Context: an optimization exercise on an open-source flow, tuned for small area. The choices shown serve that exercise and are no tape-out recipe. At most, simulation tests tie the RTL to the original design; equivalence was not proved. For run 2, only the layout was checked, not whether the RTL still works. In runs 7 and 8 the design's own scripts or RTL, not TritonCTS, make the clock network. No driver is modelled on the clock port, so clock power and skew are understated where the tree is cut down; a real chip needs a root buffer or a tree. Power and IR drop assume default switching activity.

==> design/flow/design.v <==
`timescale 1ns / 1ps
module robot(
input fpgaclk,rst,en,
input [2:0] echo,
output [2:0] trigger,led,
output wire [3:0] sig_out_R,sig_out_L
);
localparam [15:0] T_RESET = 16'h2512;    
localparam [15:0] T_JUMP  = 16'hb604;    
localparam [16:0] K_RESET = 17'h19196;   
localparam [16:0] K_TICK  = 17'h08049;   
reg [15:0] t;
reg trig;
wire t_jump = (t == T_JUMP);
always @(posedge fpgaclk or posedge rst)
    if (rst) t <= T_RESET;
    else     t <= {t[14:0], t[15] ^ t[2] ^ t_jump};
always @(posedge fpgaclk or posedge rst)
    if (rst) trig <= 1'b0;
    else     trig <= t_jump | (trig & ~(t[2] & t[6]));
assign trigger = {3{trig}};
reg [14:0] e0, e1, e2;
always @(posedge fpgaclk or posedge rst)
    if (rst) begin
        e0 <= 15'd0; e1 <= 15'd0; e2 <= 15'd0;
    end else if (trig) begin
        e0 <= 15'd0; e1 <= 15'd0; e2 <= 15'd0;
    end else begin
        if (echo[0]) e0 <= e0 + 1'b1;
        if (echo[1]) e1 <= e1 + 1'b1;
        if (echo[2]) e2 <= e2 + 1'b1;
    end
wire [2:0] obs = {e2 < 15'd550, e1 < 15'd550, e0 < 15'd550};
assign led = ~obs;
reg dirR, dirL;
always @(posedge fpgaclk) begin
    dirR <= ~obs[1] & (~obs[2] | obs[0]);
    dirL <= ~obs[1] & (~obs[0] | obs[2]);
end
reg [16:0] k;
wire tick = (k == K_TICK);
always @(posedge fpgaclk or posedge rst)
    if (rst) k <= K_RESET;
    else     k <= {k[15:0], k[16] ^ k[2] ^ tick};
reg on, on_p;                 
reg dR, dL;
reg [1:0] phR_p, phL_p;
wire [1:0] phR = on_p ? {phR_p[1] ^ phR_p[0] ^ ~dR, ~phR_p[0]} : 2'b00;
wire [1:0] phL = on_p ? {phL_p[1] ^ phL_p[0] ^ ~dL, ~phL_p[0]} : 2'b00;
always @(posedge fpgaclk or posedge rst)
    if (rst) begin
        on <= 1'b0; on_p <= 1'b0;
    end else if (tick) begin
        on <= en; on_p <= on;
    end
always @(posedge fpgaclk)
    if (tick) begin
        dR <= dirR; phR_p <= phR;
        dL <= dirL; phL_p <= phL;
    end
assign sig_out_R = {4{on_p}} & (4'b0001 << phR_p);
assign sig_out_L = {4{on_p}} & (4'b0001 << phL_p);
endmodule
==> design/flow/run.sh <==
#!/bin/bash
# synth_recipe.tcl (not shown) runs the flow's synth.tcl, then flattens the netlist and writes it again
# the make line also repeats each setting of config.mk as NAME=value (left out here)
make -C /OpenROAD-flow-scripts/flow DESIGN_CONFIG=/design/flow/config.mk WORK_HOME=/design/flow/orfs CLKGATE_MAP_FILE= SYNTH_SCRIPT=/design/flow/synth_recipe.tcl finish
==> design/flow/config.mk <==
export PLATFORM = sky130hd
export DESIGN_NAME = robot
export DESIGN_NICKNAME = robot
export VERILOG_FILES = /design/flow/design.v
export SDC_FILE = /design/flow/constraint.sdc
export NUM_CORES = 4
export LEC_CHECK = 0
export CAP_MARGIN = 20
export CORE_MARGIN = 2
export CORE_UTILIZATION = 40
export SLEW_MARGIN = 20
==> design/flow/constraint.sdc <==
create_clock -name core_clock -period 10.0 [get_ports {fpgaclk}]
set_input_delay 2.0000 -clock core_clock [delete_from_list [all_inputs] [get_ports {fpgaclk}]]
set_output_delay 2.0000 -clock core_clock [all_outputs]
set_load 0.01 [all_outputs]
==> results_dict.tcl, run 1 <==
set metrics [dict create \
    status "no timing/DRC/antenna violations" \
    p_clk_share_pct 30.7 \
    vias 2322 \
    cp-start-kind "flop" \
    antenna_found_initial 0 \
    ys_seq_area_share_pct 59.4 \
    drtPass1Iterations 4 \
    grt_max_degree 82 \
    hold_violations 0 \
    ys_seq_elements 89 \
    r2r-start "k[2]" \
    worst_slack_ns 5.59 \
    clk_pin_slew_worst_paths_ns 0.10 \
    power_density_nw_per_um2 189 \
    cpPeakStageDelay_ns 0.48 \
    relSlewSlack_pct 45.4 \
    drv_slew 0 \
    gr-usage-all-layers_pct 13.6 \
    critPathTopFamily "compound AO/OA/AOI/OAI gates" \
    tritoncts "built" \
    path_class "flop to output pin" \
    clkLatencyLatePin_ns 0.36 \
    required_ns 8.00 \
    post_cts_buffers 0 \
    multiInputGateArea_um2 1440 \
    crit_arrival_ns 2.41 \
    crit_fanout 7 \
    cts_root_buffer "clkbuf_8" \
    synth.distinct_cells 42 \
    grt_pass1_vias 2370 \
    dp_slack_ns 5.99 \
    cp-startpoint "e1[3]" \
    p_int_uw 577 \
    drt-total-wl_um 6200 \
    rsz0062_at_grt "no" \
    max_freq_mhz 227 \
    gr-total-overflow 0 \
    min_path_type "flop to flop" \
    switching_share_pct 29.0 \
    setup_violations 0 \
    avgSynthCellArea_um2 11.6 \
    drt_iter0_markers 96 \
    layout_common_cells "dfrtp_1 (68), nor2_1 (43), xor2_1 (23), clkdlybuf4s50_1 (19)" \
    port-buffer-count 19 \
    drc 0 \
    hold_path_depth 0 \
    final_layout_size_suffix_gt1_share_pct 10.9 \
    fin_nets 360 \
    async_reset_ff_share_pct 91.0 \
    viasPerCell 4.87 \
    power.total_uw 812 \
    cts_max_path_buffers 2 \
    syn2layout_area_growth_pct 12.9 \
    regArea_um2 2260 \
    final_common_cell "dfrtp_1" \
    seqPwrFrac_pct 56.1 \
    hold_path.startpoint "k[1]" \
    tightest_slew_ns 0.812 \
    dp_hpwl_um 3960 \
    synth_edf_count 6 \
    dominantRegCellSynth "dfrtp_1" \
    crit_path_end_kind "output pin" \
    n_antenna_cell 0 \
    fin_skew_ns 0.0140 \
    cts_resized 0 \
    reg2reg_to "phL_p[0]" \
    hold_buffers 0 \
    antenna_left 0 \
    synthesis.area_um2 3810 \
    pwr-share-comb_pct 13.2 \
    die_x_um 102 \
    fill_cells 857 \
    rrSetupSlack_ns 8.11 \
    ff2ff_path_depth 3 \
    synth_nets 345 \
    die_area_um2 10300 \
    start_util_pct 41.3 \
    place.gp.congestion 0.782 \
    yosysWarningCount 1 \
    coreArea_um2 9240 \
    tns_ns 0 \
    syn_inst 328 \
    clock_sinks 89 \
    grt_pass1_wl_um 11100 \
    period_needed_ns 4.41 \
    ir_worst_vdd_uv 91.1 \
    cp_num_buf_inv 2 \
    wire_per_inst_um 13.0 \
    htree_levels 3 \
    whs_endpoint "k[2]" \
    path_cells "a211o_1, a2111o_1, a211oi_2, inv_1, clkdlybuf4s50_1" \
    min_period_over_period_pct 44.1 \
    leakagePower_nw 1.95 \
    max_cap_violations 0 \
    p_switching_uw 235 \
    row_count 35 \
    cts_buffers 9 \
    die_h_um 102 \
    crit_slowest_cell "clkdlybuf4s50_1" \
    ios 20 \
]
## sequential cells by signal, indices dropped and copies added, names as in the netlist
| register | cells |
|---|---|
| dirR | 1 |
| phL_p | 2 |
| on | 1 |
| dR | 1 |
| on_p | 1 |
| e1 | 15 |
| trig | 1 |
| dirL | 1 |
| k | 17 |
| e0 | 15 |
| e2 | 15 |
| t | 16 |
| phR_p | 2 |
| dL | 1 |
## synth_stat cells, types with 5 or more instances
cell type | count | area (µm²)
and4_1 | 8 | 70.1
xor2_1 | 23 | 201
xnor2_1 | 16 | 140
nand2_1 | 13 | 48.8
a21oi_1 | 7 | 35.0
nor2_1 | 43 | 161
dfstp_2 | 13 | 342
ha_1 | 11 | 138
clkbuf_1 | 10 | 37.5
nand3_1 | 16 | 80.1
nor4_1 | 5 | 31.3
and2_1 | 13 | 81.3
nor3_1 | 5 | 25.0
nand4_1 | 12 | 75.1
dfrtp_1 | 68 | 1700
edfxtp_1 | 6 | 180
inv_1 | 8 | 30.0
## cells by family (layout without fill, tap and decap cells)
family / Yosys count / after routing / share of synthesized area, %
DFF: 89 / 89 / 59.4
AOI/OAI and AO/OA: 22 / 22 / 3.97
xor gates and xnor gates: 39 / 39 / 8.96
and+or+nand+nor: 136 / 136 / 19.4
buffers and inverters: 25 / 45 / 2.99
muxes: 6 / 6 / 1.67
adders and majority gates: 11 / 11 / 3.61
## power by group through the flow
stage                     Clock (mW)  Combinational (mW)  Sequential, mW
final                          0.250               0.107           0.456
after global routing           0.275               0.126           0.464
after CTS                      0.260               0.110           0.455
after detailed placement           0               0.109           0.461
after global placement             0               0.105           0.460
after floorplan                    0              0.0975           0.447
## final cells by class
class                   instances  area share [%]
clock buffers                  10            2.97
inverters                       8           0.727
flip-flops and latches         89            52.6
repair buffers                 21            4.85
multi-input cells             214            33.3
clock inverters                 6            1.77
well taps                     129            3.75
## metrics by stage
step | hold WS [ns] | cell area (µm²) | utilization, % | cells
after floorplan | 0.347 | 3810 | - | 328
after global placement | 0.349 | 4100 | 44.3 | 461
after detailed placement | 0.357 | 4100 | 44.3 | 461
after CTS | 0.356 | 4300 | 46.5 | 477
after global routing | 0.353 | 4300 | 46.6 | 477
final | 0.350 | 4300 | 46.6 | 477
## worst max path at each step
stage	cells after the start	slack, ns	endpoint
final	5	5.59	led[1]
after floorplan	1	5.94	e0[0]
after detailed placement	5	5.99	led[1]
after CTS	5	5.56	led[1]
after global placement	5	6.00	led[1]
after global routing	5	5.46	led[1]
## layer usage
layer | vias up | share of wire (%) | GRT usage (%)
met5 | - | 0 | 0
met4 | 0 | 1.3 | 4.99
met3 | 7 | 3.2 | 3.52
met2 | 30 | 45 | 21.4
met1 | 1132 | 50 | 18.3
li1 | 1153 | - | -
==> inputs of run 2 (changes only) <==
--- a/design/flow/design.v
+++ b/design/flow/design.v
@@ -22,2 +22,13 @@
 reg [14:0] e0, e1, e2;
+wire [14:0] m0, m1, m2;
+genvar gi;
+generate for (gi = 0; gi < 15; gi = gi + 1) begin : g_m
+    if (gi == 0) begin : g0
+        assign m0[0] = echo[0]; assign m1[0] = echo[1]; assign m2[0] = echo[2];
+    end else begin : gn
+        assign m0[gi] = m0[gi-1] & e0[gi-1];
+        assign m1[gi] = m1[gi-1] & e1[gi-1];
+        assign m2[gi] = m2[gi-1] & e2[gi-1];
+    end
+end endgenerate
 always @(posedge fpgaclk or posedge rst)
@@ -25,8 +36,6 @@
         e0 <= 15'd0; e1 <= 15'd0; e2 <= 15'd0;
-    end else if (trig) begin
-        e0 <= 15'd0; e1 <= 15'd0; e2 <= 15'd0;
     end else begin
-        if (echo[0]) e0 <= e0 + 1'b1;
-        if (echo[1]) e1 <= e1 + 1'b1;
-        if (echo[2]) e2 <= e2 + 1'b1;
+        e0 <= {15{~trig}} & (e0 ^ m0);
+        e1 <= {15{~trig}} & (e1 ^ m1);
+        e2 <= {15{~trig}} & (e2 ^ m2);
     end
--- a/design/flow/config.mk
+++ b/design/flow/config.mk
@@ -9,3 +9,3 @@
 export CORE_MARGIN = 2
-export CORE_UTILIZATION = 40
+export CORE_UTILIZATION = 70
 export SLEW_MARGIN = 20
==> results_dict.tcl, run 2 <==
set metrics [dict create \
    status "no timing/DRC/antenna violations" \
    grt_max_degree 82 \
    start_util_pct 71.7 \
    cts_resized 0 \
    top_usage_layer "met2" \
    final_common_cell "dfrtp_1" \
    fin_nets 337 \
    drv_slew 0 \
    cp-start-kind "input pin" \
    regMostFlops "k" \
    use_met3_pct 4.62 \
    grt_pass1_wl_um 9130 \
    ys_seq_elements 89 \
    async_reset_ff_share_pct 91.0 \
    relSlewSlack_pct 49.2 \
    max_freq_mhz 200 \
    tightest_slew_ns 0.756 \
    drtPass1Iterations 4 \
    crit_fanout 1 \
    crit_path_end_kind "flop" \
    hold_violations 0 \
    dp_hpwl_um 3430 \
    path_cells "clkdlybuf4s50_1, ha_1, ha_1, ha_1, ha_1, ha_1, ha_1, ha_1, ha_1, ha_1, ha_1, ha_1, ha_1, ha_1, ha_1, xnor2_1, nor2_1" \
    ios 20 \
    ys_seq_area_share_pct 62.2 \
    synthesis.area_um2 3640 \
    ir_worst_vdd_uv 151 \
    use_met2_pct 33.3 \
    drt_iter0_markers 120 \
    yosysWarningCount 1 \
    wire_per_inst_um 14.5 \
    n_antenna_cell 0 \
    min_path_type "flop to flop" \
    cts_max_path_buffers 2 \
    die_h_um 76.1 \
    final_layout_size_suffix_gt1_share_pct 13.6 \
    cp_common_cell "ha_1" \
    cts_root_buffer "clkbuf_8" \
    max_cap_violations 0 \
    die_x_um 76.1 \
    tns_ns 0 \
    clk_pin_slew_worst_paths_ns 0.08 \
    layout_common_cells "dfrtp_1 (68), ha_1 (50), nor2b_1 (44), clkdlybuf4s50_1 (19), dfstp_2 (13)" \
    tritoncts "built" \
    yosysTopAreaCellShare_pct 46.7 \
    post-route-util_pct 80.8 \
    synth_nets 313 \
    crit_arrival_ns 5.21 \
    fin_skew_ns 0.0104 \
    antenna_found_initial 0 \
    setup_violations 0 \
    leakagePower_nw 2.19 \
    crit_slowest_cell "clkdlybuf4s50_1" \
    synth.distinct_cells 32 \
    use_met1_pct 27.0 \
    dominantRegCellSynth "dfrtp_1" \
    path_class "input pin to flop" \
    cts_buffers 9 \
    clkLatencyLatePin_ns 0.35 \
    antenna_left 0 \
    hold_buffers 0 \
    yosysMostFrequentCell "dfrtp_1" \
    post_cts_buffers 0 \
    row_count 26 \
    syn_inst 257 \
    htree_levels 3 \
    die_area_um2 5790 \
    period_needed_ns 4.99 \
    gr-usage-all-layers_pct 20.3 \
    drc 0 \
    drt-total-wl_um 5150 \
    reg_top3 "k x17, t x16" \
    grt_pass1_vias 2020 \
    viasPerCell 5.29 \
    syn2layout_area_growth_pct 12.6 \
    synth_area_leader_cell "dfrtp_1" \
    synth_edf_count 6 \
    largest_reg_flops 17 \
    synth.area.top_cells "dfrtp_1 (47%), ha_1 (17%), dfstp_2 (9.4%)" \
    cpPeakStageDelay_ns 0.41 \
    gr-total-overflow 0 \
    coreArea_um2 5070 \
    place.gp.congestion 0.708 \
    vias 1885 \
    required_ns 10.22 \
    power_density_nw_per_um2 179 \
    synth_top_cells_by_count "dfrtp_1 (68), ha_1 (50), nor2b_1 (44), dfstp_2 (13), and2_1 (10)" \
    port-buffer-count 19 \
    avgSynthCellArea_um2 14.2 \
    clock_sinks 89 \
    rsz0062_at_grt "no" \
    min_period_over_period_pct 49.9 \
]
## run 2: cell types whose count changed after synthesis, sizes merged, moves of 12 or more
| cell | previous run | this run |
|---|---|---|
| ha | 11 | 50 |
| nand3 | 17 | 4 |
| nand4 | 13 | 1 |
| nor2 | 43 | 6 |
| nor2b | 3 | 44 |
| xor2 | 23 | 1 |
## run 2: where the power goes
group	total, mW	internal, mW	leakage, nW	switching (mW)
Sequential	0.424	0.403	1.11	0.0214
Combinational	0.0836	0.0478	0.987	0.0358
Clock	0.226	0.0950	0.0929	0.131
Total	0.733	0.545	2.19	0.188
## run 2: final timing paths
check	start	endpoint	slack, ns	depth (start not counted)
min	k[15]	k[16]	0.37	0
min reg2reg	k[15]	k[16]	0.37	0
max reg2reg	e2[0]	e2[14]	6.71	16
max in group asynchronous	rst	k[15]	7.37	4
min in group asynchronous	rst	k[10]	2.01	3
max	echo[2]	e2[14]	5.01	17
## run 2: metrics by stage
stage          power (mW)  std cells  hold slack (ns)  setup WS, ns  instance area (µm²)
2_1_floorplan       0.489        257            0.347          5.27                 3640
3_3_place_gp        0.507        339            0.348          4.71                 3890
3_5_place_dp        0.512        339            0.360          4.65                 3890
4_1_cts             0.743        355            0.372          5.01                 4070
5_1_grt             0.779        356            0.380          4.85                 4100
6_report            0.733        356            0.370          5.01                 4100
## run 2: area by class of cell
class / instances / area (µm²)
clock buffers: 9 / 124
clock inverters: 7 / 58.8
fillers: 317 / 976
inverters: 6 / 22.5
multi-input cells: 153 / 1310
flip-flops and latches: 89 / 2260
well taps: 70 / 87.6
repair buffers: 22 / 233
## run 2: cells by family after synthesis
kind of cell,Yosys count,synth area share (%)
AND/OR/NAND/NOR,85,14.2
XOR/XNOR,7,1.68
multiplexers,2,0.619
AO/OA/AOI/OAI,9,2.27
adder cells (fa/ha/maj),50,17.2
buffers and inverters,15,1.86
flip-flops,89,62.2
## run 2: critical path, delay by kind of cell
kind                       cells  cell delay, ns
xor gates and xnor gates       1            0.18
adders and majority gates     14            2.57
buffers and inverters          1            0.41
and+or+nand+nor                1            0.07
## run 2: per-layer routing
layer  vias to the layer above  wire length (µm)
met5                         -                 0
met4                         0                64
met3                        10               144
met2                        22              2640
met1                       932              2300
li1                        921                 -
==> inputs of run 3 (changes only) <==
--- a/design/flow/design.v
+++ b/design/flow/design.v
@@ -69,4 +69,6 @@
     end
-assign sig_out_R = {4{on_p}} & (4'b0001 << phR_p);
-assign sig_out_L = {4{on_p}} & (4'b0001 << phL_p);
+assign sig_out_R = {on_p &  phR_p[1] &  phR_p[0], on_p &  phR_p[1] & ~phR_p[0],
+                    on_p & ~phR_p[1] &  phR_p[0], on_p & ~phR_p[1] & ~phR_p[0]};
+assign sig_out_L = {on_p &  phL_p[1] &  phL_p[0], on_p &  phL_p[1] & ~phL_p[0],
+                    on_p & ~phL_p[1] &  phL_p[0], on_p & ~phL_p[1] & ~phL_p[0]};
 endmodule
--- a/design/flow/config.mk
+++ b/design/flow/config.mk
@@ -9,3 +9,3 @@
 export CORE_MARGIN = 2
-export CORE_UTILIZATION = 70
+export CORE_UTILIZATION = 80
 export SLEW_MARGIN = 20
==> results_dict.tcl, run 3 <==
set metrics [dict create \
    status "no timing/DRC/antenna violations" \
    reg_top3 "k x17, t x16" \
    cts_root_buffer "clkbuf_8" \
    top_usage_layer "met2" \
    layoutNonFillerInstCount 329 \
    crit_arrival_ns 5.50 \
    final_layout_size_suffix_gt1_share_pct 13.4 \
    fin_hold_ws_ns 0.369 \
    use_met2_pct 59.4 \
    multiInputGateArea_um2 1230 \
    yosysWarningCount 1 \
    critPathTopFamily "adder cells" \
    min_path_type "flop to flop" \
    regArea_um2 2260 \
    hold_buffers 0 \
    leakagePower_nw 2.09 \
    gr-total-overflow 0 \
    clk_pin_slew_worst_paths_ns 0.09 \
    grt_pass1_wl_um 12600 \
    die_x_um 70.5 \
    clkLatencyLatePin_ns 0.36 \
    gr-usage-all-layers_pct 35.9 \
    final_common_cell "dfrtp_1" \
    antenna_left 0 \
    htree_levels 3 \
    start_util_pct 81.9 \
    avgSynthCellArea_um2 14.3 \
    synthesis.area_um2 3540 \
    drv_slew 0 \
    drtPass1Iterations 4 \
    async_reset_ff_share_pct 91.0 \
    clock_sinks 89 \
    vias 2050 \
    cp_common_cell "ha_1" \
    synth_edf_count 6 \
    yosysTopAreaCellShare_pct 48.0 \
    synth_area_leader_cell "dfrtp_1" \
    dominantRegCellSynth "dfrtp_1" \
    use_met1_pct 43.9 \
    n_antenna_cell 0 \
    largest_reg_flops 17 \
    required_ns 10.22 \
    cts_max_path_buffers 2 \
    cp_num_buf_inv 1 \
    synth_top_cells_by_count "dfrtp_1 (68), nor2b_1 (46), ha_1 (42), dfstp_2 (13), nand2_1 (8)" \
    cts_resized 0 \
    cpPeakStageDelay_ns 0.42 \
    post_cts_buffers 0 \
    crit_fanout 1 \
    power_density_nw_per_um2 203 \
    yosysMostFrequentCell "dfrtp_1" \
    hold_violations 0 \
    path_cells "clkdlybuf4s50_1, ha_1, ha_1, ha_1, ha_1, ha_1, ha_1, ha_1, ha_1, ha_1, ha_1, ha_1, ha_1, ha_1, ha_1, nor2b_1" \
    drc 0 \
    layout_common_cells "dfrtp_1 (68), nor2b_1 (46), ha_1 (42), clkdlybuf4s50_1 (19), dfstp_2 (13)" \
    cts_buffers 9 \
    crit_path_end_kind "flop" \
    drt-total-wl_um 7860 \
    viasPerCell 6.23 \
    period_needed_ns 5.29 \
    max_cap_violations 0 \
    fin_area_um2 4010 \
    syn2layout_area_growth_pct 13.2 \
    antenna_found_initial 0 \
    row_count 24 \
    synth.distinct_cells 33 \
    path_class "input pin to flop" \
    min_period_over_period_pct 52.9 \
    tns_ns 0 \
    grt_max_degree 82 \
    regMostFlops "k" \
    use_met3_pct 9.83 \
    cp-start-kind "input pin" \
    place.gp.congestion 0.784 \
    synth_nets 296 \
    syn_inst 248 \
    synth.area.top_cells "dfrtp_1 (48%), ha_1 (15%), dfstp_2 (9.6%)" \
    crit_slowest_cell "clkdlybuf4s50_1" \
    ys_seq_area_share_pct 63.9 \
    rsz0062_at_grt "no" \
    ys_seq_elements 89 \
    fill_cells 155 \
    ios 20 \
    fin_nets 320 \
    port-buffer-count 19 \
    relSlewSlack_pct 35.7 \
    coreArea_um2 4320 \
    wire_per_inst_um 23.9 \
    tightest_slew_ns 0.964 \
    drt_iter0_markers 158 \
    grt_pass1_vias 2295 \
    dp_slack_ns 4.58 \
    dp_hpwl_um 4170 \
    worst_slack_ns 4.71 \
    placed_cell_area_um2 3770 \
    fin_skew_ns 0.0123 \
    ir_worst_vdd_uv 174 \
    setup_violations 0 \
    place_inst 313 \
    die_area_um2 4980 \
    die_h_um 70.5 \
    max_freq_mhz 189 \
    tritoncts "built" \
]
## run 3: cell types whose count changed in the layout (fill, tap and decap cells not counted), moves of 3 or more
| cell | previous run | this run |
|---|---|---|
| and2_1 | 10 | 4 |
| ha_1 | 50 | 42 |
| inv_1 | 5 | 1 |
| inv_6 | 4 | 1 |
## run 3: area by class of cell
cell class	count	area share [%]
flip-flops and latches	89	56.5
multi-input cells	149	30.7
repair buffers	21	5.12
clock buffers	11	3.81
clock inverters	5	2.12
well taps	52	1.62
inverters	2	0.187
## run 3: path summary, 6_finish.rpt
check / depth (start not counted) / start / slack [ns] / to
max in group asynchronous: 3 / rst / 7.11 / e1[11]
min in group asynchronous: 3 / rst / 2.27 / e0[4]
worst min register to register: 0 / t[14] / 0.37 / t[15]
worst min-delay path: 0 / t[14] / 0.37 / t[15]
worst max register to register: 15 / e0[0] / 6.40 / e0[13]
worst max-delay path: 16 / echo[0] / 4.71 / e0[13]
## run 3: power breakdown
part           total, mW  switching, mW  internal [mW]
Clock              0.285          0.128          0.157
Combinational      0.100         0.0478         0.0526
Sequential         0.430         0.0271          0.403
## run 3: cells by family (layout without fill, tap and decap cells)
group	count (synthesis)	after routing	share of synthesized area, %
flip-flops	89	89	63.9
AND/OR/NAND/NOR	87	87	14.7
adder cells (fa/ha/maj)	42	42	14.8
buffers and inverters	10	39	1.38
AO/OA/AOI/OAI	9	9	2.33
XOR/XNOR	9	9	2.23
multiplexers	2	2	0.636
## run 3: per-stage QoR
| stage | utilization [%] | total power, mW |
|---|---|---|
| floorplan | - | 0.489 |
| CTS | 92.7 | 0.817 |
| global placement | 87.2 | 0.507 |
| detailed placement | 87.2 | 0.522 |
| finish | 92.7 | 0.815 |
| global route | 92.7 | 0.847 |
## run 3: layer usage
| layer | up-vias | share of wire, % |
|---|---|---|
| li1 | 892 | - |
| met1 | 1034 | 38 |
| met2 | 85 | 52 |
| met3 | 39 | 5.3 |
| met4 | 0 | 4.9 |
| met5 | - | 0 |
## run 3: worst register-to-register path: stages, from the launching register on
cell     delay, ns
dfrtp_1       0.40
ha_1          0.21
ha_1          0.20
ha_1          0.18
ha_1          0.18
ha_1          0.18
ha_1          0.19
ha_1          0.18
ha_1          0.19
ha_1          0.21
ha_1          0.23
ha_1          0.22
ha_1          0.21
ha_1          0.19
ha_1          0.31
nor2b_1       0.16
==> inputs of run 4 (changes only) <==
==> design/flow/flow/run.sh (new file) <==
#!/bin/bash
# Standard layout with two changes: port buffers use the smallest buffer
# (buf_1), and CTS inserts no dummy loads.
set -euo pipefail
cat >> config.mk <<'EOC'
export BUFFER_PORTS_ARGS = -buffer_cell sky130_fd_sc_hd__buf_1
export CTS_ARGS = -sink_clustering_enable -repair_clock_nets -dont_use_dummy_load -buf_list sky130_fd_sc_hd__clkbuf_8
EOC
bash standard.sh finish > standard_flow.log 2>&1
==> design/flow/standard.sh (new file) <==
#!/bin/bash
# synth_recipe.tcl (not shown) runs the flow's synth.tcl, then flattens the netlist and writes it again
# the make line also repeats each setting of config.mk as NAME=value (left out here)
make -C /OpenROAD-flow-scripts/flow DESIGN_CONFIG=/design/flow/config.mk WORK_HOME=/design/flow/orfs CLKGATE_MAP_FILE= SYNTH_SCRIPT=/design/flow/synth_recipe.tcl "${@:-finish}"
--- a/design/flow/config.mk
+++ b/design/flow/config.mk
@@ -11 +11,3 @@
 export SLEW_MARGIN = 20
+export BUFFER_PORTS_ARGS = -buffer_cell sky130_fd_sc_hd__buf_1
+export CTS_ARGS = -sink_clustering_enable -repair_clock_nets -dont_use_dummy_load -buf_list sky130_fd_sc_hd__clkbuf_8
removed: design/flow/run.sh
==> results_dict.tcl, run 4 <==
set metrics [dict create \
    synth_nets 296 \
    cp-start-kind "input pin" \
    ios 20 \
    wire_per_inst_um 16.0 \
    yosysMostFrequentCell "dfrtp_1" \
    rrSetupSlack_ns 6.76 \
    dp_hpwl_um 3500 \
    grt_max_degree 82 \
    synth.area.top_cells "dfrtp_1 (48%), ha_1 (15%), dfstp_2 (9.6%)" \
    regMostFlops "k" \
    crit_slowest_cell "ha_1" \
    whs_endpoint "k[16]" \
    leakagePower_nw 2.00 \
    cpPeakStageDelay_ns 0.20 \
    ys_seq_elements 89 \
    place.gp.congestion 0.749 \
    cts_resized 0 \
    post_cts_buffers 0 \
    ys_seq_area_share_pct 63.9 \
    r2r-start "e0[0]" \
    grt_pass1_vias 1897 \
    power_density_nw_per_um2 183 \
    hold_violations 0 \
    start_util_pct 81.9 \
    synth.distinct_cells 33 \
    fin_nets 320 \
    coreArea_um2 4320 \
    syn_inst 248 \
    setup_violations 0 \
    gr-usage-all-layers_pct 24.0 \
    hold_buffers 0 \
    final_common_cell "dfrtp_1" \
    syn2layout_area_growth_pct 6.61 \
    row_count 24 \
    die_x_um 70.5 \
    hold_path_depth 0 \
    antenna_found_initial 0 \
    viasPerCell 5.70 \
    antenna_left 0 \
    synth_area_leader_cell "dfrtp_1" \
    min_period_over_period_pct 46.5 \
    largest_reg_flops 17 \
    layout_common_cells "dfrtp_1 (68), nor2b_1 (46), ha_1 (42), buf_1 (19), dfstp_2 (13)" \
    drt-total-wl_um 5150 \
    vias 1837 \
    drt_iter0_markers 123 \
    drtPass1Iterations 4 \
    avgSynthCellArea_um2 14.3 \
    hold_path.startpoint "k[15]" \
    tightest_slew_ns 0.949 \
    crit_path_end_kind "flop" \
    tritoncts "built" \
    crit_fanout 1 \
    synthesis.area_um2 3540 \
    required_ns 10.22 \
    path_cells "buf_1, ha_1, ha_1, ha_1, ha_1, ha_1, ha_1, ha_1, ha_1, ha_1, ha_1, ha_1, ha_1, ha_1, ha_1, xnor2_1, nor2_1" \
    cp_common_cell "ha_1" \
    relSlewSlack_pct 36.7 \
    post-route-util_pct 87.3 \
    gr-total-overflow 0 \
    dominantRegCellSynth "dfrtp_1" \
    max_cap_violations 0 \
    async_reset_ff_share_pct 91.0 \
    max_freq_mhz 215 \
    clk_pin_slew_worst_paths_ns 0.08 \
    htree_levels 3 \
    cts_max_path_buffers 2 \
    path_class "input pin to flop" \
    port-buffer-count 19 \
    period_needed_ns 4.65 \
    n_antenna_cell 0 \
    synth_edf_count 6 \
    ir_worst_vdd_uv 153 \
    tns_ns 0 \
    ff2ff_path_depth 16 \
    drv_slew 0 \
    yosysWarningCount 1 \
    yosysTopAreaCellShare_pct 48.0 \
    cts_buffers 9 \
    clkLatencyLatePin_ns 0.34 \
    reg_top3 "k x17, t x16" \
    crit_arrival_ns 4.87 \
    drc 0 \
    status "no timing/DRC/antenna violations" \
    min_path_type "flop to flop" \
    die_h_um 70.5 \
    synth_top_cells_by_count "dfrtp_1 (68), nor2b_1 (46), ha_1 (42), dfstp_2 (13), nand2_1 (8)" \
    grt_pass1_wl_um 8910 \
    die_area_um2 4980 \
    clock_sinks 89 \
    fin_skew_ns 0.0210 \
    cts_root_buffer "clkbuf_8" \
    rsz0062_at_grt "no" \
    reg2reg_to "e0[14]" \
    final_layout_size_suffix_gt1_share_pct 11.5 \
]
==> run 4: area by class of cell <==
cell class / count / area [µm²]
clock buffers: 9 / 124
fillers: 208 / 548
inverters: 2 / 7.51
multi-input cells: 149 / 1230
flip-flops and latches: 89 / 2260
well taps: 52 / 65.1
repair buffers: 21 / 86.3
==> run 4: worst max-delay path, delay by kind of cell <==
| kind | cells | cell delay [ns] |
|---|---|---|
| simple gates | 1 | 0.06 |
| xor+xnor | 1 | 0.16 |
| buf+inv | 1 | 0.08 |
| fa+ha+maj | 14 | 2.58 |
==> run 4: how the worst max path moves through the flow <==
| stage | slack [ns] | from | cells past startpoint | end |
|---|---|---|---|---|
| floorplan | 5.27 | echo[0] | 15 | e0[13] |
| global placement | 5.05 | echo[0] | 17 | e0[14] |
| detailed placement | 4.99 | echo[0] | 17 | e0[14] |
| CTS | 5.35 | echo[0] | 17 | e0[14] |
| global route | 5.18 | echo[0] | 17 | e0[14] |
| finish | 5.35 | echo[0] | 17 | e0[14] |
==> run 4: cells by family after synthesis <==
| group | count (synthesis) | synth area share, % |
|---|---|---|
| xor gates and xnor gates | 9 | 2.23 |
| and+or+nand+nor | 87 | 14.7 |
| AOI/OAI and AO/OA | 9 | 2.33 |
| muxes | 2 | 0.636 |
| buffers and inverters | 10 | 1.38 |
| DFF | 89 | 63.9 |
| adders and majority gates | 42 | 14.8 |
==> run 4: metal layers <==
metal	track usage [%]	part of all wire (%)	vias to the layer above
met5	0	0	-
met4	7.34	1.7	0
met3	9.26	4.2	10
met2	39.1	50	33
met1	30.7	44	905
li1	-	-	889
==> run 4: per-stage QoR <==
step / cell area (µm²) / power, mW / setup WS, ns / instances / hold slack, ns
3_5_place_dp: 3650 / 0.514 / 4.99 / 313 / 0.355
6_report: 3780 / 0.689 / 5.35 / 322 / 0.357
5_1_grt: 3780 / 0.729 / 5.18 / 322 / 0.365
4_1_cts: 3780 / 0.699 / 5.35 / 322 / 0.361
3_3_place_gp: 3650 / 0.506 / 5.05 / 313 / 0.349
2_1_floorplan: 3540 / 0.489 / 5.27 / 248 / 0.347
==> run 4: power by group <==
group	total (mW)	switching (mW)	internal (mW)
logic	0.0831	0.0375	0.0456
clock network	0.181	0.101	0.0805
registers	0.425	0.0221	0.403
total	0.689	0.160	0.529
==> inputs of run 5 (changes only) <==
--- a/design/flow/flow/run.sh
+++ b/design/flow/flow/run.sh
@@ -6,3 +6,3 @@
 export BUFFER_PORTS_ARGS = -buffer_cell sky130_fd_sc_hd__buf_1
-export CTS_ARGS = -sink_clustering_enable -repair_clock_nets -dont_use_dummy_load -buf_list sky130_fd_sc_hd__clkbuf_8
+export CTS_ARGS = -sink_clustering_enable -repair_clock_nets -dont_use_dummy_load
 EOC
--- a/design/flow/config.mk
+++ b/design/flow/config.mk
@@ -12,2 +12,2 @@
 export BUFFER_PORTS_ARGS = -buffer_cell sky130_fd_sc_hd__buf_1
-export CTS_ARGS = -sink_clustering_enable -repair_clock_nets -dont_use_dummy_load -buf_list sky130_fd_sc_hd__clkbuf_8
+export CTS_ARGS = -sink_clustering_enable -repair_clock_nets -dont_use_dummy_load
==> results_dict.tcl, run 5 <==
set metrics [dict create \
    cp_common_cell "ha_1" \
    min_period_over_period_pct 46.5 \
    hold_path_depth 0 \
    yosysTopAreaCellShare_pct 48.0 \
    coreArea_um2 4320 \
    yosysWarningCount 1 \
    synth.area.top_cells "dfrtp_1 (48%), ha_1 (15%), dfstp_2 (9.6%)" \
    max_cap_violations 0 \
    regMostFlops "k" \
    hold_violations 0 \
    wire_per_inst_um 16.0 \
    synth_area_leader_cell "dfrtp_1" \
    cpPeakStageDelay_ns 0.20 \
    path_class "input pin to flop" \
    grt_pass1_vias 1897 \
    die_h_um 70.5 \
    cp_num_cells 17 \
    crit_arrival_ns 4.87 \
    cts_root_buffer "clkbuf_8" \
    port-buffer-count 19 \
    clock_sinks 89 \
    gr-total-overflow 0 \
    drc 0 \
    vias 1837 \
    crit_fanout 1 \
    use_met1_pct 30.7 \
    ir_worst_vdd_uv 153 \
    post-route-util_pct 87.3 \
    leakagePower_nw 2.00 \
    top_usage_layer "met2" \
    crit_slowest_cell "ha_1" \
    gr-usage-all-layers_pct 24.0 \
    ios 20 \
    rsz0062_at_grt "no" \
    synthesis.area_um2 3540 \
    drt-total-wl_um 5150 \
    critPathTopFamily "adder cells" \
    antenna_left 0 \
    start_util_pct 81.9 \
    avgSynthCellArea_um2 14.3 \
    max_freq_mhz 215 \
    r2r-start "e0[0]" \
    fin_nets 320 \
    power.total_uw 689 \
    setup_violations 0 \
    tritoncts "built" \
    drv_slew 0 \
    die_area_um2 4980 \
    row_count 24 \
    synth_edf_count 6 \
    cp_num_buf_inv 1 \
    dp_hpwl_um 3500 \
    use_met3_pct 9.26 \
    ff2ff_path_depth 16 \
    largest_reg_flops 17 \
    synth_top_cells_by_count "dfrtp_1 (68), nor2b_1 (46), ha_1 (42), dfstp_2 (13), nand2_1 (8)" \
    layout_common_cells "dfrtp_1 (68), nor2b_1 (46), ha_1 (42), buf_1 (19), dfstp_2 (13)" \
    tns_ns 0 \
    htree_levels 3 \
    use_met2_pct 39.1 \
    fin_skew_ns 0.0210 \
    min_path_type "flop to flop" \
    drtPass1Iterations 4 \
    die_x_um 70.5 \
    cts_buffers 9 \
    power_density_nw_per_um2 183 \
    ys_seq_area_share_pct 63.9 \
    reg_top3 "k x17, t x16" \
    async_reset_ff_share_pct 91.0 \
    place_inst 313 \
    hold_buffers 0 \
    drt_iter0_markers 123 \
    required_ns 10.22 \
    n_antenna_cell 0 \
    period_needed_ns 4.65 \
    clk_pin_slew_worst_paths_ns 0.08 \
    fill_cells 208 \
    clkLatencyLatePin_ns 0.34 \
    antenna_found_initial 0 \
    layoutNonFillerInstCount 322 \
    synth_nets 296 \
    cts_max_path_buffers 2 \
    final_common_cell "dfrtp_1" \
    cts_resized 0 \
    grt_max_degree 82 \
    dominantRegCellSynth "dfrtp_1" \
    hold_path.startpoint "k[15]" \
    status "no timing/DRC/antenna violations" \
    synth.distinct_cells 33 \
    relSlewSlack_pct 36.7 \
    crit_path_end_kind "flop" \
    ys_seq_elements 89 \
    viasPerCell 5.70 \
    place.gp.congestion 0.749 \
    post_cts_buffers 0 \
    grt_pass1_wl_um 8910 \
    tightest_slew_ns 0.949 \
    syn2layout_area_growth_pct 6.61 \
    path_cells "buf_1, ha_1, ha_1, ha_1, ha_1, ha_1, ha_1, ha_1, ha_1, ha_1, ha_1, ha_1, ha_1, ha_1, ha_1, xnor2_1, nor2_1" \
    final_layout_size_suffix_gt1_share_pct 11.5 \
    syn_inst 248 \
    cp-startpoint "echo[0]" \
    cp-start-kind "input pin" \
    yosysMostFrequentCell "dfrtp_1" \
]
[run 5: cell counts in the layout (fill, tap and decap cells not counted)]
Identical to the previous run, type by type.
[run 5: final timing paths]
kind	endpoint	slack [ns]
worst max-delay path	e0[14]	5.35
worst min-delay path	k[16]	0.36
worst max register to register	e0[14]	6.76
worst min register to register	k[16]	0.36
max in group asynchronous	e0[9]	7.44
min in group asynchronous	e0[6]	1.92
[run 5: per-layer routing]
| layer | wire length [µm] | vias to the layer above |
|---|---|---|
| met4 | 85 | 0 |
| met2 | 2570 | 33 |
| met1 | 2280 | 905 |
| met3 | 216 | 10 |
| li1 | - | 889 |
| met5 | 0 | - |
[run 5: cells by family (layout without fill, tap and decap cells)]
logic type	after synthesis	after routing	synth area share, %
flops	89	89	63.9
simple gates	87	87	14.7
fa+ha+maj	42	42	14.8
buf+inv	10	32	1.38
compound gates	9	9	2.33
xor+xnor	9	9	2.23
mux	2	2	0.636
[run 5: cell type report]
class                      instances  area, µm²  area share [%]
sequential                        89       2260            59.9
multi-input combinational        149       1230            32.6
clock buffer                       9        124            3.28
timing repair buffer              21       86.3            2.29
tap                               52       65.1            1.72
inverter                           2       7.51           0.199
[run 5: worst register-to-register path, delay by kind of cell (launching register included)]
kind,cells,cell delay [ns]
AND/OR/NAND/NOR,1,0.06
XOR/XNOR,1,0.16
adder cells (fa/ha/maj),14,2.57
flip-flops,1,0.36
[run 5: through the flow]
step | setup WS [ns] | hold slack (ns) | area (µm²)
after floorplan | 5.27 | 0.347 | 3540
after detailed placement | 4.99 | 0.355 | 3650
after global routing | 5.18 | 0.365 | 3780
after CTS | 5.35 | 0.361 | 3780
final | 5.35 | 0.357 | 3780
after global placement | 5.05 | 0.349 | 3650
[run 5: where the power goes]
part / total [mW] / leakage, nW / switching, mW / internal [mW]
logic: 0.0831 / 0.828 / 0.0375 / 0.0456
clock network: 0.181 / 0.0647 / 0.101 / 0.0805
registers: 0.425 / 1.11 / 0.0221 / 0.403
total: 0.689 / 2.00 / 0.160 / 0.529
==> inputs of run 6 (changes only) <==
--- a/design/flow/design.v
+++ b/design/flow/design.v
@@ -33,12 +33,11 @@
 end endgenerate
-always @(posedge fpgaclk or posedge rst)
-    if (rst) begin
-        e0 <= 15'd0; e1 <= 15'd0; e2 <= 15'd0;
-    end else begin
-        e0 <= {15{~trig}} & (e0 ^ m0);
-        e1 <= {15{~trig}} & (e1 ^ m1);
-        e2 <= {15{~trig}} & (e2 ^ m2);
+wire eclr = trig | rst;
+always @(posedge fpgaclk)
+    begin
+        e0 <= {15{~eclr}} & (e0 ^ m0);
+        e1 <= {15{~eclr}} & (e1 ^ m1);
+        e2 <= {15{~eclr}} & (e2 ^ m2);
     end
 wire [2:0] obs = {e2 < 15'd550, e1 < 15'd550, e0 < 15'd550};
-assign led = ~obs;
+assign led = ~obs & {3{~rst}};
 reg dirR, dirL;
==> results_dict.tcl, run 6 <==
set metrics [dict create \
    dp_hpwl_um 3800 \
    die_x_um 68.6 \
    hold_violations 0 \
    cts_resized 0 \
    drt-total-wl_um 5540 \
    period_needed_ns 4.82 \
    min_path_type "flop to flop" \
    gr-usage-all-layers_pct 27.4 \
    min_period_over_period_pct 48.2 \
    clock_sinks 89 \
    relSlewSlack_pct 42.5 \
    antenna_found_initial 0 \
    tns_ns 0 \
    largest_reg_flops 17 \
    place.gp.congestion 0.766 \
    fin_nets 324 \
    post_cts_buffers 0 \
    grt_pass1_vias 1914 \
    synth_edf_count 6 \
    dp_slack_ns 4.94 \
    tightest_slew_ns 0.856 \
    hold_path_depth 0 \
    ios 20 \
    max_freq_mhz 207 \
    tritoncts "built" \
    status "no timing/DRC/antenna violations" \
    drc 0 \
    cts_max_path_buffers 2 \
    ys_seq_area_share_pct 61.1 \
    final_common_cell "dfxtp_1" \
    synth.area.top_cells "dfxtp_1 (28%), dfrtp_1 (17%), ha_1 (16%)" \
    syn_inst 252 \
    syn2layout_area_growth_pct 6.94 \
    worst_slack_ns 5.18 \
    fin_skew_ns 0.0164 \
    required_ns 10.21 \
    max_cap_violations 0 \
    synthesis.area_um2 3330 \
    clk_pin_slew_worst_paths_ns 0.08 \
    grt_max_degree 25 \
    antenna_left 0 \
    ff2ff_path_depth 16 \
    coreArea_um2 4000 \
    ir_worst_vdd_uv 148 \
    synth.distinct_cells 32 \
    setup_violations 0 \
    yosysTopAreaCellShare_pct 28.2 \
    n_antenna_cell 0 \
    die_area_um2 4700 \
    dominantRegCellSynth "dfxtp_1" \
    yosysWarningCount 1 \
    hold_buffers 0 \
    synth_nets 300 \
    crit_fanout 1 \
    gr-total-overflow 0 \
    grt_pass1_wl_um 8760 \
    crit_path_end_kind "flop" \
    rsz0062_at_grt "no" \
    cts_root_buffer "clkbuf_8" \
    synth_top_cells_by_count "dfxtp_1 (47), and2_1 (46), ha_1 (42), dfrtp_1 (23), dfstp_2 (13)" \
    regMostFlops "k" \
    synth_area_leader_cell "dfxtp_1" \
    wire_per_inst_um 17.1 \
    drtPass1Iterations 6 \
    path_class "input pin to flop" \
    power_density_nw_per_um2 157 \
    viasPerCell 5.76 \
    vias 1865 \
    crit_arrival_ns 5.03 \
    avgSynthCellArea_um2 13.2 \
    clkLatencyLatePin_ns 0.35 \
    cp-start-kind "input pin" \
    drt_iter0_markers 102 \
    async_reset_ff_share_pct 40.4 \
    reg_top3 "k x17, t x16" \
    ys_seq_elements 89 \
    drv_slew 0 \
    die_h_um 68.6 \
    final_layout_size_suffix_gt1_share_pct 10.2 \
    cts_buffers 9 \
    layout_common_cells "dfxtp_1 (47), and2_1 (46), ha_1 (42), dfrtp_1 (23), buf_1 (19)" \
    start_util_pct 83.3 \
    row_count 23 \
    yosysMostFrequentCell "dfxtp_1" \
    port-buffer-count 19 \
    leakagePower_nw 1.80 \
    htree_levels 3 \
]
[run 6: changes by cell type in the layout (fill, tap and decap cells not counted), moves of 2 or more]
cell / previous run / this run
nor2b_1: 46 / 4
and2_1: 4 / 46
a41oi_1: 2 / 0
nor3_1: 2 / 5
dfxtp_1: 2 / 47
dfrtp_1: 68 / 23
a21oi_1: 0 / 2
and3_1: 2 / 4
[run 6: worst max-delay path: stages]
cell and delay (ns):
buf_1 0.08, ha_1 0.19, ha_1 0.18, ha_1 0.18, ha_1 0.18, ha_1 0.18
ha_1 0.19, ha_1 0.18, ha_1 0.18, ha_1 0.19, ha_1 0.20, ha_1 0.20
ha_1 0.20, ha_1 0.18, ha_1 0.19, xnor2_1 0.25, nor3_1 0.09
[run 6: routing by layer]
layer / up-vias / global-route usage (%) / routed length, µm
met1: 888 / 30.2 / 2300
met3: 18 / 9.42 / 264
li1: 908 / - / -
met2: 51 / 45.8 / 2770
met4: 0 / 16.0 / 203
met5: - / 0 / 0
[run 6: area by class of cell]
| class | count | area (µm²) |
|---|---|---|
| Tap cell | 50 | 62.6 |
| Timing Repair Buffer | 21 | 86.3 |
| Sequential cell | 89 | 2040 |
| Clock buffer | 9 | 124 |
| Inverter | 1 | 3.75 |
| Fill cell | 170 | 435 |
| Multi-Input combinational cell | 154 | 1250 |
[run 6: worst paths after layout]
kind | start | to | slack [ns]
setup / recovery | echo[1] | e1[14] | 5.18
hold / removal | t[14] | t[15] | 0.35
setup reg to reg | e1[0] | e1[14] | 6.63
hold reg to reg | t[14] | t[15] | 0.35
max in group asynchronous | rst | k[15] | 7.42
min in group asynchronous | rst | t[3] | 1.84
[run 6: logic make-up (layout without fill, tap and decap cells)]
kind of cell	count (synthesis)	after routing	share of synthesized area (%)
and+or+nand+nor	92	92	16.4
muxes	2	2	0.676
buffers and inverters	9	31	1.35
xor gates and xnor gates	9	9	2.36
DFF	89	89	61.1
adders and majority gates	42	42	15.8
AOI/OAI and AO/OA	9	9	2.25
[run 6: where the power goes]
group | switching [mW] | internal [mW] | leakage (nW)
clock | 0.103 | 0.0806 | 0.0647
sequential | 0.00130 | 0.363 | 0.886
combinational | 0.00685 | 0.00330 | 0.850
[run 6: metrics by stage]
stage | hold slack (ns) | cells | utilization [%] | cell area (µm²) | power, mW
after floorplan | 0.345 | 252 | - | 3330 | 0.378
after global placement | 0.352 | 315 | 86.0 | 3440 | 0.381
after detailed placement | 0.351 | 315 | 86.0 | 3440 | 0.382
after CTS | 0.357 | 324 | 89.1 | 3560 | 0.561
after global routing | 0.363 | 324 | 89.1 | 3560 | 0.575
final | 0.351 | 324 | 89.1 | 3560 | 0.558
==> inputs of run 7 (changes only) <==
==> design/flow/flow/run.sh (replaced) <==
#!/bin/bash
# Standard layout with these changes: port buffers use the smallest buffer
# (buf_1); CTS inserts no dummy loads; and after CTS, flow/merge_clk.tcl
# replaces the clock tree with 3 clkbuf_16 leaf buffers fed from the clock port.
set -euo pipefail
cat >> config.mk <<EOC
export BUFFER_PORTS_ARGS = -buffer_cell sky130_fd_sc_hd__buf_1
export CTS_ARGS = -sink_clustering_enable -repair_clock_nets -dont_use_dummy_load
export POST_CTS_TCL = $PWD/flow/merge_clk.tcl
export CLK_GROUPS = 3
export CLK_LEAF_CELL = sky130_fd_sc_hd__clkbuf_16
EOC
bash standard.sh finish > standard_flow.log 2>&1
==> design/flow/flow/merge_clk.tcl (new file) <==
set ngroups $::env(CLK_GROUPS)
set leafcell $::env(CLK_LEAF_CELL)
set block [ord::get_db_block]
set db [ord::get_db]
set root ""
set leaves {}
foreach inst [$block getInsts] {
  set n [$inst getName]
  if {[string match "clkbuf_0_*" $n]} { set root $inst }
  if {[string match "clkbuf_*__f_*" $n]} { lappend leaves $inst }
}
puts "merge_clk: root [$root getName], [llength $leaves] leaves"
set clknet [[$root findITerm A] getNet]
set sinks {}
foreach l $leaves {
  foreach it [[[$l findITerm X] getNet] getITerms] {
    if {[$it getIoType] == "INPUT"} { lappend sinks $it }
  }
}
puts "merge_clk: [llength $sinks] sinks"
proc iterm_xy {it} {
  set r [$it getBBox]
  return [list [expr {([$r xMin] + [$r xMax]) / 2}] [expr {([$r yMin] + [$r yMax]) / 2}]]
}
set pts {}
foreach it $sinks { lappend pts [concat [iterm_xy $it] [list $it]] }
proc split_by {pts k idx} {
  set s [lsort -integer -index $idx $pts]
  set n [llength $s]
  set out {}
  for {set g 0} {$g < $k} {incr g} {
    lappend out [lrange $s [expr {$g * $n / $k}] [expr {($g + 1) * $n / $k - 1}]]
  }
  return $out
}
if {$ngroups == 4} {
  set groups {}
  foreach h [split_by $pts 2 0] { foreach q [split_by $h 2 1] { lappend groups $q } }
} else {
  set groups [split_by $pts $ngroups 0]
}
set master [$db findMaster $leafcell]
foreach l $leaves { odb::dbInst_destroy $l }
odb::dbInst_destroy $root
set gi 0
foreach g $groups {
  set sx 0
  set sy 0
  foreach p $g { set sx [expr {$sx + [lindex $p 0]}]; set sy [expr {$sy + [lindex $p 1]}] }
  set inst [odb::dbInst_create $block $master "clkleaf_$gi"]
  set net [odb::dbNet_create $block "clkleaf_net_$gi"]
  $net setSigType CLOCK
  [$inst findITerm X] connect $net
  [$inst findITerm A] connect $clknet
  foreach p $g { set it [lindex $p 2]; $it disconnect; $it connect $net }
  $inst setLocation [expr {$sx / [llength $g]}] [expr {$sy / [llength $g]}]
  $inst setPlacementStatus PLACED
  incr gi
}
foreach net [$block getNets] {
  if {[llength [$net getITerms]] == 0 && [llength [$net getBTerms]] == 0} { odb::dbNet_destroy $net }
}
detailed_placement
check_placement -verbose
estimate_parasitics -placement
set worst 0
foreach pin [get_pins -hierarchical */CLK] {
  set s [get_property $pin slew_max]
  if {$s > $worst} { set worst $s }
}
puts "merge_clk: worst flip-flop clock slew $worst"
report_clock_skew
--- a/design/flow/config.mk
+++ b/design/flow/config.mk
@@ -13 +13,4 @@
 export CTS_ARGS = -sink_clustering_enable -repair_clock_nets -dont_use_dummy_load
+export POST_CTS_TCL = /design/flow/flow/merge_clk.tcl
+export CLK_GROUPS = 3
+export CLK_LEAF_CELL = sky130_fd_sc_hd__clkbuf_16
==> results_dict.tcl, run 7 <==
set metrics [dict create \
    hold_violations 0 \
    path_class "input pin to flop" \
    fin_hold_ws_ns 0.371 \
    clock_sinks 89 \
    drt-total-wl_um 5670 \
    leakagePower_nw 1.77 \
    clk_pin_slew_worst_paths_ns 0.10 \
    drv_slew 0 \
    fin_skew_ns 0.00769 \
    ir_worst_vdd_uv 179 \
    synth_nets 300 \
    drc 0 \
    async_reset_ff_share_pct 40.4 \
    synthesis.area_um2 3330 \
    largest_reg_flops 17 \
    coreArea_um2 4000 \
    max_cap_violations 0 \
    synth_area_leader_cell "dfxtp_1" \
    reg_top3 "k x17, t x16" \
    relSlewSlack_pct 44.1 \
    row_count 23 \
    power_density_nw_per_um2 145 \
    cp_common_cell "ha_1" \
    vias 1885 \
    regMostFlops "k" \
    place.gp.congestion 0.766 \
    yosysMostFrequentCell "dfxtp_1" \
    post-route-util_pct 87.9 \
    cp-start-kind "input pin" \
    syn_inst 252 \
    clkLatencyLatePin_ns 0.16 \
    path_cells "buf_1, ha_1, ha_1, ha_1, ha_1, ha_1, ha_1, ha_1, ha_1, ha_1, ha_1, ha_1, ha_1, ha_1, ha_1, xnor2_1, nor3_1" \
    layout_common_cells "dfxtp_1 (47), and2_1 (46), ha_1 (42), dfrtp_1 (23), buf_1 (19)" \
    min_period_over_period_pct 49.9 \
    critPathTopFamily "adder cells" \
    crit_arrival_ns 5.03 \
    yosysWarningCount 1 \
    dp_hpwl_um 3800 \
    die_area_um2 4700 \
    drtPass1Iterations 4 \
    status "no timing/DRC/antenna violations" \
    grt_max_degree 31 \
    fin_nets 318 \
    crit_fanout 1 \
    die_h_um 68.6 \
    tns_ns 0 \
    die_x_um 68.6 \
    yosysTopAreaCellShare_pct 28.2 \
    placed_cell_area_um2 3440 \
    avgSynthCellArea_um2 13.2 \
    cpPeakStageDelay_ns 0.24 \
    viasPerCell 5.93 \
    required_ns 10.04 \
    n_antenna_cell 0 \
    period_needed_ns 4.99 \
    layoutNonFillerInstCount 318 \
    max_freq_mhz 200 \
    rsz0062_at_grt "no" \
    synth.distinct_cells 32 \
    ys_seq_elements 89 \
    dominantRegCellSynth "dfxtp_1" \
    gr-total-overflow 0 \
    setup_violations 0 \
    crit_path_end_kind "flop" \
    start_util_pct 83.3 \
    ios 20 \
    grt_pass1_wl_um 9130 \
    grt_pass1_vias 1971 \
    syn2layout_area_growth_pct 5.48 \
    wire_per_inst_um 17.8 \
    final_layout_size_suffix_gt1_share_pct 8.21 \
    antenna_left 0 \
    synth.area.top_cells "dfxtp_1 (28%), dfrtp_1 (17%), ha_1 (16%)" \
    crit_slowest_cell "xnor2_1" \
    synth_edf_count 6 \
    ys_seq_area_share_pct 61.1 \
    gr-usage-all-layers_pct 27.5 \
    cp_num_buf_inv 1 \
    synth_top_cells_by_count "dfxtp_1 (47), and2_1 (46), ha_1 (42), dfrtp_1 (23), dfstp_2 (13)" \
    antenna_found_initial 0 \
    drt_iter0_markers 95 \
    place_inst 315 \
    tightest_slew_ns 0.833 \
    port-buffer-count 19 \
    fin_area_um2 3520 \
    final_common_cell "dfxtp_1" \
    min_path_type "flop to flop" \
]
run 7: kinds of logic (layout without fill, tap and decap cells):
logic type,Yosys count,in the layout,synth area share (%)
XOR/XNOR,9,9,2.36
flip-flops,89,89,61.1
AND/OR/NAND/NOR,92,92,16.4
AO/OA/AOI/OAI,9,9,2.25
adder cells (fa/ha/maj),42,42,15.8
buffers and inverters,9,25,1.35
multiplexers,2,2,0.676
run 7: stage by stage:
| stage | total power [mW] | worst slack [ns] |
|---|---|---|
| after global routing | 0.526 | 4.89 |
| after floorplan | 0.378 | 5.27 |
| after detailed placement | 0.382 | 4.94 |
| final | 0.511 | 5.01 |
| after global placement | 0.381 | 5.04 |
run 7: report_power, final:
part	internal [mW]	switching, mW
Combinational	0.00331	0.00683
Sequential	0.363	0.00127
Clock	0.0555	0.0819
run 7: worst reg2reg max path, stage by stage (launching register included):
cell     delay, ns
dfxtp_1       0.32
ha_1          0.18
ha_1          0.18
ha_1          0.18
ha_1          0.18
ha_1          0.18
ha_1          0.19
ha_1          0.18
ha_1          0.18
ha_1          0.19
ha_1          0.20
ha_1          0.20
ha_1          0.20
ha_1          0.18
ha_1          0.19
xnor2_1       0.24
nor3_1        0.09
run 7: final timing paths:
path | slack, ns | end | start | cells after the start
worst max register to register | 6.61 | e1[14] | e1[0] | 16
worst min register to register | 0.37 | k[8] | k[7] | 0
max in group asynchronous | 7.26 | k[12] | rst | 3
worst min-delay path | 0.37 | k[8] | k[7] | 0
min in group asynchronous | 2.01 | trig | rst | 2
worst max-delay path | 5.01 | e1[14] | echo[1] | 17
run 7: final cells by class:
cell class                 count  area (µm²)
inverter                       1        3.75
buffer                         3        75.1
multi-input combinational    154        1250
sequential                    89        2040
fill                         166         484
timing repair buffer          21        86.3
tap                           50        62.6
run 7: per-layer routing:
metal	wire [µm]	track usage [%]	vias to the layer above	share of wire (%)
met3	225	6.01	18	4.0
met1	2250	31.0	914	40
met5	0	0	-	0
met4	200	12.5	0	3.5
li1	-	-	898	-
met2	3000	49.4	55	53
==> inputs of run 8 (changes only) <==
--- a/design/flow/flow/run.sh
+++ b/design/flow/flow/run.sh
@@ -3,3 +3,3 @@
 # (buf_1); CTS inserts no dummy loads; and after CTS, flow/merge_clk.tcl
-# replaces the clock tree with 3 clkbuf_16 leaf buffers fed from the clock port.
+# replaces the clock tree with 4 buf_8 leaf buffers fed from the clock port.
 set -euo pipefail
@@ -9,4 +9,4 @@
 export POST_CTS_TCL = $PWD/flow/merge_clk.tcl
-export CLK_GROUPS = 3
-export CLK_LEAF_CELL = sky130_fd_sc_hd__clkbuf_16
+export CLK_GROUPS = 4
+export CLK_LEAF_CELL = sky130_fd_sc_hd__buf_8
 EOC
--- a/design/flow/config.mk
+++ b/design/flow/config.mk
@@ -7,6 +7,6 @@
 export LEC_CHECK = 0
-export CAP_MARGIN = 20
+export CAP_MARGIN = 0
 export CORE_MARGIN = 2
 export CORE_UTILIZATION = 80
-export SLEW_MARGIN = 20
+export SLEW_MARGIN = 0
 export BUFFER_PORTS_ARGS = -buffer_cell sky130_fd_sc_hd__buf_1
@@ -14,3 +14,3 @@
 export POST_CTS_TCL = /design/flow/flow/merge_clk.tcl
-export CLK_GROUPS = 3
-export CLK_LEAF_CELL = sky130_fd_sc_hd__clkbuf_16
+export CLK_GROUPS = 4
+export CLK_LEAF_CELL = sky130_fd_sc_hd__buf_8
==> results_dict.tcl, run 8 <==
set metrics [dict create \
    status "no timing/DRC/antenna violations" \
    use_met3_pct 5.84 \
    final_common_cell "dfxtp_1" \
    tightest_slew_ns 0.870 \
    viasPerCell 5.70 \
    path_class "input pin to flop" \
    fin_hold_ws_ns 0.372 \
    crit_fanout 1 \
    die_area_um2 4700 \
    p_int_uw 412 \
    clk_pin_slew_worst_paths_ns 0.11 \
    max_cap_violations 0 \
    ir_worst_vdd_uv 166 \
    power_density_nw_per_um2 143 \
    cp_num_buf_inv 1 \
    grt_pass1_wl_um 8600 \
    crit_path_end_kind "flop" \
    cp-start-kind "input pin" \
    dominantRegCellSynth "dfxtp_1" \
    gr-usage-all-layers_pct 26.0 \
    cp_common_cell "ha_1" \
    crit_arrival_ns 5.09 \
    synthesis.area_um2 3330 \
    yosysMostFrequentCell "dfxtp_1" \
    top_usage_layer "met2" \
    synth_edf_count 6 \
    die_h_um 68.6 \
    async_reset_ff_share_pct 40.4 \
    gr-total-overflow 0 \
    synth_top_cells_by_count "dfxtp_1 (47), and2_1 (46), ha_1 (42), dfrtp_1 (23), dfstp_2 (13)" \
    hold_path.startpoint "k[7]" \
    use_met1_pct 31.0 \
    period_needed_ns 5.07 \
    die_x_um 68.6 \
    row_count 23 \
    avgSynthCellArea_um2 13.2 \
    leakagePower_nw 1.77 \
    cpPeakStageDelay_ns 0.28 \
    drc 0 \
    syn2layout_area_growth_pct 5.03 \
    synth_nets 300 \
    synth.area.top_cells "dfxtp_1 (28%), dfrtp_1 (17%), ha_1 (16%)" \
    seqPwrFrac_pct 72.5 \
    grt_max_degree 25 \
    relSlewSlack_pct 41.6 \
    regMostFlops "k" \
    largest_reg_flops 17 \
    syn_inst 252 \
    r2r-start "e1[0]" \
    antenna_found_initial 0 \
    grt_pass1_vias 1855 \
    min_period_over_period_pct 50.7 \
    port-buffer-count 19 \
    critPathTopFamily "adder cells" \
    use_met2_pct 46.0 \
    antenna_left 0 \
    path_cells "buf_1, ha_1, ha_1, ha_1, ha_1, ha_1, ha_1, ha_1, ha_1, ha_1, ha_1, ha_1, ha_1, ha_1, ha_1, xnor2_1, nor3_1" \
    coreArea_um2 4000 \
    pwr-share-comb_pct 2.0 \
    ys_seq_elements 89 \
    place.gp.congestion 0.766 \
    min_path_type "flop to flop" \
    wire_per_inst_um 16.9 \
    max_freq_mhz 197 \
    fin_skew_ns 0.0118 \
    fin_nets 319 \
    start_util_pct 83.3 \
    yosysTopAreaCellShare_pct 28.2 \
    synth.distinct_cells 32 \
    vias 1818 \
    cp-startpoint "echo[1]" \
    drv_slew 0 \
    tns_ns 0 \
    p_switching_uw 90.2 \
    synth_area_leader_cell "dfxtp_1" \
    switching_share_pct 18.0 \
    drt-total-wl_um 5390 \
    setup_violations 0 \
    crit_slowest_cell "xnor2_1" \
    final_layout_size_suffix_gt1_share_pct 8.55 \
    drtPass1Iterations 4 \
    n_antenna_cell 0 \
    layout_common_cells "dfxtp_1 (47), and2_1 (46), ha_1 (42), dfrtp_1 (23), buf_1 (19)" \
    p_clk_share_pct 25.5 \
    ios 20 \
    drt_iter0_markers 95 \
    dp_hpwl_um 3800 \
    yosysWarningCount 1 \
    reg_top3 "k x17, t x16" \
    clkLatencyLatePin_ns 0.14 \
    required_ns 10.02 \
    hold_violations 0 \
    ys_seq_area_share_pct 61.1 \
    clock_sinks 89 \
    rsz0062_at_grt "no" \
]
==> run 8: cell counts after synthesis <==
No cell type changed its count.
==> run 8: path summary, 6_finish.rpt <==
check                      cells past startpoint     end  slack, ns
max                                           17  e1[14]       4.93
min                                            0    k[8]       0.37
max reg2reg                                   16  e1[14]       6.55
min reg2reg                                    0    k[8]       0.37
max in group asynchronous                      3    k[1]       7.26
min in group asynchronous                      2    t[6]       2.03
==> run 8: logic make-up after synthesis <==
family / after synthesis / share of synthesized area [%]
adder cells (fa/ha/maj): 42 / 15.8
XOR/XNOR: 9 / 2.36
AND/OR/NAND/NOR: 92 / 16.4
AO/OA/AOI/OAI: 9 / 2.25
multiplexers: 2 / 0.676
buffers and inverters: 9 / 1.35
flip-flops: 89 / 61.1
==> run 8: layout make-up <==
type                       count  area [µm²]
sequential                    89        2040
multi-input combinational    154        1250
fill                         175         499
timing repair buffer          21        86.3
tap                           50        62.6
buffer                         4        60.1
inverter                       1        3.75
==> run 8: power groups by stage <==
stage	sequential [mW]	clock, mW	combinational (mW)
detailed placement	0.371	0	0.0102
global placement	0.371	0	0.00973
floorplan	0.371	0	0.00712
finish	0.364	0.128	0.0101
global route	0.364	0.141	0.0125
==> run 8: layer usage <==
layer	vias to the layer above	part of all wire [%]
met3	10	3.5
met4	0	2.6
met2	43	51
li1	899	-
met1	866	43
met5	-	0
==> run 8: metrics by stage <==
step / power [mW] / worst slack, ns / instance area [µm²] / util (%) / std cells
floorplan: 0.378 / 5.27 / 3330 / - / 252
finish: 0.502 / 4.93 / 3500 / 87.5 / 319
detailed placement: 0.382 / 4.94 / 3440 / 86.0 / 315
global route: 0.517 / 4.83 / 3500 / 87.5 / 319
global placement: 0.381 / 5.04 / 3440 / 86.0 / 315
==> run 8: worst register-to-register path, cell delays in order, from the launching register on <==
cell,delay [ns]
dfxtp_1,0.33
ha_1,0.18
ha_1,0.18
ha_1,0.18
ha_1,0.18
ha_1,0.18
ha_1,0.19
ha_1,0.18
ha_1,0.18
ha_1,0.19
ha_1,0.20
ha_1,0.20
ha_1,0.20
ha_1,0.18
ha_1,0.20
xnor2_1,0.28
nor3_1,0.09

[separate check: timing with driven ports]
The flow's constraints put no driver on any port. The routed layouts listed below were extracted and timed again, unchanged, in two steps. Step 1, drivers: a clkbuf_16 drives fpgaclk and a buf_2 each remaining input, both assumed. Step 2 times the ports against the registers' clock, not the clock port: input delays grow and output delays shrink by t, the midpoint of the rising clock arrivals with the driver on. a / b / c = ideal / step 1 / step 2; a / b = the first two.
run	shift t [ns]	setup slack, ns	worst setup path at the end	slew at the worst register clock pin (ns)	cell pins on the clock port's net
run 1	0.379	5.588 / 5.557 / 5.936	register to output	0.10 / 0.10	1
run 2	0.375	5.007 / 5.009 / 4.634	input to register	0.09 / 0.09	1
run 3	0.380	4.711 / 4.710 / 4.330	input to register	0.09 / 0.09	1
run 4	0.360	5.350 / 5.355 / 4.994	input to register	0.08 / 0.08	1
run 5	0.360	5.350 / 5.355 / 4.994	input to register	0.08 / 0.08	1
run 6	0.370	5.175 / 5.183 / 4.812	input to register	0.08 / 0.08	1
run 7	0.221	5.007 / 5.044 / 4.823	input to register	0.10 / 0.10	3
run 8	0.207	4.929 / 4.974 / 4.767	input to register	0.12 / 0.12	4
After both steps every run listed still meets setup and hold. For run 3, which loses most, drivers alone change the setup slack by -0.001 ns; drivers and shift together by -0.381 ns.
